This is an optimization exercise on Yosys and OpenROAD, whose aim is small area, a short achievable clock period and few clock cycles, not a production implementation. In this exercise RTL edits were held to simulation tests only and were not proved equivalent to the original.

`flow/run.sh`:
```
#!/bin/bash
# synth_recipe.tcl (not shown) runs the flow's synth.tcl, then flattens the netlist and writes it again
# the make line also repeats each setting of config.mk as NAME=value (left out here)
make -C /OpenROAD-flow-scripts/flow DESIGN_CONFIG=/design/flow/config.mk WORK_HOME=/design/flow/orfs CLKGATE_MAP_FILE= SYNTH_SCRIPT=/design/flow/synth_recipe.tcl finish
```
`flow/config.mk`:
```
export PLATFORM = sky130hd
export DESIGN_NAME = FPU_FSM
export DESIGN_NICKNAME = FPU_FSM
export VERILOG_FILES = /design/flow/design.v
export SDC_FILE = /design/flow/constraint.sdc
export NUM_CORES = 4
export LEC_CHECK = 0
export CAP_MARGIN = 20
export CORE_MARGIN = 2
export CORE_UTILIZATION = 40
export PLACE_DENSITY = 0.6
export SLEW_MARGIN = 20
```
`flow/constraint.sdc`:
```
create_clock -name core_clock -period 22.0 [get_ports {clk}]
set_input_delay 4.4000 -clock core_clock [delete_from_list [all_inputs] [get_ports {clk}]]
set_output_delay 4.4000 -clock core_clock [all_outputs]
set_load 0.01 [all_outputs]
```
`flow/design.v`:
```
module FPU_FSM (
  input wire clk,
  input wire reset,
  input wire start,
  input wire       sign_bit_a,
  input wire [7:0] int_part_a,
  input wire [7:0] frac_part_a,
  input wire       sign_bit_b,
  input wire [7:0] int_part_b,
  input wire [7:0] frac_part_b,
  input wire [1:0] S,  
  output reg [31:0] result,
  output wire       sign_bit_result,
  output wire [7:0] int_part_result,
  output wire [7:0] frac_part_result,
  output reg done
);
  localparam K = 4;           
  localparam NMC = 16 / K;    
  wire [15:0] A = {int_part_a, frac_part_a};
  wire [15:0] B = {int_part_b, frac_part_b};
  wire nzA = |A;
  wire nzB = |B;
  wire sac = sign_bit_a & nzA;
  wire sbc = sign_bit_b & nzB;
  function [19:0] norm16;
    input [15:0] v;
    reg [15:0] t;
    reg [3:0] z;
    begin
      t = v;
      z[3] = (t[15:8] == 8'd0); if (z[3]) t = {t[7:0], 8'd0};
      z[2] = (t[15:12] == 4'd0); if (z[2]) t = {t[11:0], 4'd0};
      z[1] = (t[15:14] == 2'd0); if (z[1]) t = {t[13:0], 2'd0};
      z[0] = ~t[15];             if (z[0]) t = {t[14:0], 1'b0};
      norm16 = {z, t};
    end
  endfunction
  wire [19:0] nA = norm16(A);
  wire [19:0] nB = norm16(B);
  wire [15:0] An = nzA ? nA[15:0] : 16'h8000;
  wire [15:0] Bn = nzB ? nB[15:0] : 16'h8000;
  wire [7:0] ea = nzA ? (8'd134 - {4'd0, nA[19:16]}) : 8'd0;
  wire [7:0] eb = nzB ? (8'd134 - {4'd0, nB[19:16]}) : 8'd0;
  wire eff_sub = sac ^ sbc ^ S[0];
  wire [16:0] s_ab = {1'b0, A} + {1'b0, B};
  wire [16:0] d_ab = {1'b0, A} - {1'b0, B};
  wire [15:0] d_ba = B - A;
  wire a_ge_b = ~d_ab[16];
  wire [16:0] M = !eff_sub ? s_ab : (a_ge_b ? d_ab : {1'b0, d_ba});
  wire add_sign = (!eff_sub || a_ge_b) ? sac : (sbc ^ S[0]);
  reg [16:0] mt;
  reg [4:0] mz;
  always @(*) begin
    mt = M;
    mz[4] = (mt[16:1] == 16'd0); if (mz[4]) mt = {mt[0], 16'd0};
    mz[3] = (mt[16:9] == 8'd0);  if (mz[3]) mt = {mt[8:0], 8'd0};
    mz[2] = (mt[16:13] == 4'd0); if (mz[2]) mt = {mt[12:0], 4'd0};
    mz[1] = (mt[16:15] == 2'd0); if (mz[1]) mt = {mt[14:0], 2'd0};
    mz[0] = ~mt[16];             if (mz[0]) mt = {mt[15:0], 1'b0};
  end
  wire [31:0] add_res = (M == 17'd0) ? {add_sign, 31'd0}
                      : {add_sign, 8'd135 - {3'd0, mz}, mt[15:0], 7'd0};
  localparam ST_IDLE = 2'd0, ST_MUL = 2'd1, ST_MPACK = 2'd2, ST_DIV = 2'd3;
  reg [1:0] st;
  reg [2:0] cnt;
  reg [16:0] X;        
  reg [15:0] V;        
  reg [15:0] Mq;       
  reg [5:0] bud;       
  wire is_div = (st == ST_DIV);
  wire [16:0] xs [0:K];
  wire [K-1:0] qv;     
  wire [K-1:0] mo;     
  wire [5:0] bs [0:K];
  assign xs[0] = X;
  assign bs[0] = bud;
  genvar g;
  generate
    for (g = 0; g < K; g = g + 1) begin : stg
      wire [16:0] op2 = is_div ? ~{1'b0, V} : (Mq[g] ? {1'b0, V} : 17'd0);
      wire [17:0] sum = {1'b0, xs[g]} + {1'b0, op2} + {17'd0, is_div};
      wire q = sum[17];
      wire [15:0] y = q ? sum[15:0] : xs[g][15:0];
      assign xs[g+1] = is_div ? {y, 1'b0} : {1'b0, sum[16:1]};
      assign mo[g] = sum[0];
      wire valid = ~bs[g][5];
      assign qv[g] = q & valid;
      assign bs[g+1] = bs[g] - 6'd1 - {5'd0, q};
    end
  endgenerate
  wire [31:0] P = {X[15:0], Mq};
  wire pc = P[31];
  wire [22:0] pm = pc ? P[30:8] : P[29:7];
  wire pg = pc ? P[7] : P[6];
  wire pr = pc ? P[6] : P[5];
  wire ps = pc ? (|P[5:0]) : (|P[4:0]);
  wire rnd = pg & (pr | ps | pm[0]);
  wire ones = &pm;
  wire [22:0] pm_r = !rnd ? pm : (ones ? 23'h400000 : pm + 23'd1);
  wire [7:0] pe = result[30:23] + {7'd0, pc} + {7'd0, rnd & ones};
  wire q0 = (An >= Bn);
  integer j;
  always @(posedge clk or posedge reset) begin
    if (reset) begin
      st <= ST_IDLE;
      done <= 1'b0;
    end else begin
      done <= 1'b0;
      case (st)
        ST_IDLE: if (start) begin
          cnt <= 3'd0;
          if (!S[1]) begin
            done <= 1'b1;
          end else if (!S[0]) begin
            if (nzA && nzB) st <= ST_MUL;
            else done <= 1'b1;
          end else begin
            st <= ST_DIV;
          end
        end
        ST_MUL: begin
          cnt <= cnt + 3'd1;
          if (cnt == NMC - 1) st <= ST_MPACK;
        end
        ST_MPACK: begin
          st <= ST_IDLE;
          done <= 1'b1;
        end
        ST_DIV: begin
          cnt <= cnt + 3'd1;
          if (bs[K][5]) begin
            st <= ST_IDLE;
            done <= 1'b1;
          end
        end
      endcase
    end
  end
  always @(posedge clk) begin
    case (st)
      ST_IDLE: if (start) begin
        if (!S[1]) begin
          result <= add_res;
        end else if (!S[0]) begin
          result <= {sac ^ sbc, (nzA && nzB) ? (ea + eb - 8'd127) : 8'd0, 23'd0};
          V <= An;
          Mq <= Bn;
          X <= 17'd0;
        end else begin
          result <= {sac ^ sbc, ea - eb + 8'd127 - {7'd0, ~q0}, 23'd0};
          V <= Bn;
          X <= q0 ? {1'b0, An} : {An, 1'b0};
          bud <= q0 ? 6'd23 : 6'd22;
        end
      end
      ST_MUL: begin
        X <= xs[K];
        Mq <= {mo[K-1:0] , Mq[15:K]};
      end
      ST_MPACK: begin
        result[30:0] <= {pe, pm_r};
      end
      ST_DIV: begin
        X <= xs[K];
        bud <= bs[K];
        for (j = 0; j < 23; j = j + 1)
          if (cnt == (23 - j) / K) result[j] <= qv[(23 - j) % K];
      end
    endcase
  end
  wire [7:0] re = result[30:23];
  wire [38:0] Z = {1'b1, result[22:0], 15'd0};
  wire [7:0] t = 8'd157 - re;
  wire [38:0] Zs = Z >> t[5:0];
  wire inr = (re >= 8'd119) && (re <= 8'd157);
  assign {int_part_result, frac_part_result} = inr ? Zs[15:0] : 16'd0;
  assign sign_bit_result = result[31];
endmodule
```
==> summary.txt <==
Finish
  • Most common cell after layout, fill and taps aside: nand2_1
  • Fin nets: 2611
  • Layout cell share with drive strength beyond 1: 5.193%
  • N_diodes: 0
  • Area Overhead vs Synth: 9.083%
  • Fill count: 4437
  • Post-route cell area: 0.01923 sq mm
  • Commonest non-fill, non-tap cells in the layout: 325 x nand2_1, 233 x o21ai_0, 215 x a21oi_1, 175 x ha_1, 163 x nor2_1

GRT
  • Grt met1 use: 37.06%
  • Global-route wire length before repair: 95650 um
  • GRT met3 Usage: 3.195%
  • Vias in the first global route: 16850
  • Initial antenna violation count: 0
  • GR Util met2: 40.47%
  • Global Route Usage Sum: 25.82%
  • Largest net degree at the start of global routing: 77
  • Most Crowded Layer GR: met2
  • Overflow after GRT: 0

Floorplanning
  • Row count: 76
  • Die width: 214.0 um
  • Core area: 0.04327 sq mm
  • I/O pin total: 89
  • Starting density of the core: 40.75%
  • Die ar.: 0.04577 sq mm
  • DIE HEIGHT: 214.0 um

Route
  • DR pass1 iterations: 6
  • Vias/cell: 6.132
  • Via count: 18230
  • Final wirelength: 61620 um
  • Post-route ant nets: 0
  • DRC: 0
  • DRT iter0 DRCs: 1815
  • Drt wl/cell: 20.72 um

STA
  • Max-slew violation count: 0
  • Final setup fails: 0
  • Worst-Margin Slew: 1.119 ns
  • Hold violation count in the final report: 0
  • Tcrit/Tclk final: 67.23%
  • Relative slew slack: 24.32%
  • Maximum clock frequency: 67.61 MHz
  • RSZ-0062 raised after global routing: no
  • Clock skew: 0.02219 ns
  • Tmin final: 14.79 ns
  • Final setup TNS: 0 ns

Clock network
  • Clk root buf: clkbuf_16
  • Clock sinks: 93
  • CTS Buf Count: 9
  • Post-CTS Setup Bufs: 0
  • CTS tree: yes
  • Reg clk slew, reported paths: 0.08 ns
  • CTS max path bufs: 2
  • Hold_buf cts: 0
  • H-tree depth: 3
  • Clock Latency Late Sink: 0.37 ns
  • CTS resizes: 0

Job
  • # Max-Cap Violations: 0

Setup path
  • Critical path fanouts, max: 76
  • CP max-delay cell: nor4b_1
  • Startpoint Class: flip-flop
  • Required @ worst endpoint: 22.10 ns
  • Crit path capture type: flip-flop
  • CP most frequent cell: o21ai_0
  • Crit-path max cell delay: 0.96 ns
  • Critical path class: reg -> reg
  • Crit path arrival time: 14.89 ns

Placed design
  • Placed Instance Area: 0.01892 sq mm
  • Placer Congestion: 0.9522
  • Dpl hpwl: 49340 um
  • IO Port Bufs: 88

Min path
  • Hold crit path type: reg -> reg

Synthesis
  • Flops & latches, synth: 93
  • Post-synthesis cell area: 0.01763 sq mm
  • Ys flop type: edfxtp_1
  • Yosys warns: 1
  • EDFF count, synth: 90
  • Post-Syn Instances: 2385
  • Unique cell type count in the Yosys netlist: 100
  • Seq/Total Area, Yosys: 15.75%
  • Avg Inst Size Synth: 7.393 sq um
  • Async SR Flop Fraction: 3.226%

Outcome
  • Status: complete, no violations
-- flip-flops by register name, indices dropped and copies added (netlist names) --
| register | count |
|---|---|
| result | 32 |
| done | 1 |
| bud | 6 |
| st | 2 |
| cnt | 3 |
| V | 16 |
| X | 17 |
| Mq | 16 |
-- stage by stage --
step                setup slack (ns)  utilization [%]  hold slack, ns  instances
finish                         7.209            44.45          0.5612       2973
global route                   5.953            44.45          0.5883       2973
CTS                            7.407            44.40          0.5569       2972
detailed placement             7.530            43.73          0.5373       2956
global placement               7.954            43.73          0.5384       2956
floorplan                      9.316                -          0.5112       2386
-- final timing paths --
path	from	end	slack, ns	cells after the start
max	st[0]	bud[4]	7.21	57
min	Mq[4]	Mq[0]	0.56	2
max reg2reg	st[0]	bud[4]	7.21	57
min reg2reg	Mq[4]	Mq[0]	0.56	2
max in group asynchronous	reset	done	17.62	2
min in group asynchronous	reset	st[0]	4.26	2
-- final cells by class --
cell class,count,area [sq um],share of cell area (%)
multi-input cells,2032,13860,72.04
flip-flops and latches,93,2778,14.44
repair buffers,116,1086,5.647
well taps,585,732.0,3.806
inverters,131,491.7,2.557
clock buffers,9,225.2,1.171
clock inverters,7,65.06,0.3383
-- synth_stat cells (all sizes together) (24+ instances only) --
cell	n	area (sq um)
a31oi	38	250.2
a21oi	218	1110
nor3	33	165.2
xor2	51	465.5
mux2i	88	880.8
and2	26	165.2
nor4	24	198.9
a211oi	26	195.2
inv	131	491.7
clkbuf	100	375.4
a21o	45	337.8
mux2	29	326.6
edfxtp	90	2703
nand2	327	1235
nor2	163	611.8
nand3	49	250.2
ha	175	2190
buf	30	173.9
nor2b	45	281.5
o21ai	247	1247
xnor2	79	699.4
-- metal layers --
layer,share of wire (%),wire length (um)
met4,2.5,1531
met2,44,27180
met3,6.6,4068
met5,0,0
met1,47,28840
-- critical path, delay by kind of cell (launching register included) --
family	cells	cell delay (ns)
adder cells (fa/ha/maj)	6	1.70
XOR/XNOR	1	0.15
multiplexers	1	0.27
AND/OR/NAND/NOR	11	2.60
flip-flops	1	0.66
buffers and inverters	7	1.99
AO/OA/AOI/OAI	31	7.06
-- logic make-up (layout without fill, tap and decap cells) --
| group | Yosys count | count (layout) | share of synthesized area, % |
|---|---|---|---|
| muxes | 121 | 121 | 7.359 |
| AOI/OAI and AO/OA | 823 | 823 | 29.96 |
| adders and majority gates | 189 | 189 | 14.01 |
| other | 2 | 3 | 0.04259 |
| and+or+nand+nor | 766 | 766 | 20.37 |
| buffers and inverters | 261 | 263 | 5.904 |
| xor gates and xnor gates | 130 | 130 | 6.607 |
| DFF | 93 | 93 | 15.75 |
Testbench counts, summed over its fixed seeds: cycles 38,716.

==> afterwards: timing with drivers on the ports <==
Ports are ideal in the flow. The routed layout listed here was re-timed in OpenROAD.
Step 1 (the two cells are an assumption about what drives the block):
set clk [get_ports {clk}]
set_driving_cell -lib_cell sky130_fd_sc_hd__clkbuf_16 $clk
set_driving_cell -lib_cell sky130_fd_sc_hd__buf_2 [delete_from_list [all_inputs] $clk]
Step 2, shift: input delay + t, output delay - t, t = (earliest + latest rising clock arrival at the registers) / 2. This alone moves slack from input paths to output paths.
a / b / c = ideal ports / drivers / drivers and shift; a / b = the first two.
t, ns: 0.412
slack for setup (ns): 7.209 / 7.209 / 7.209
hold slack, ns: 0.561 / 0.561 / 0.561
After both steps this run still meets setup and hold. For this run, drivers alone change the setup slack by 0.000 ns; drivers and shift together by 0.000 ns.
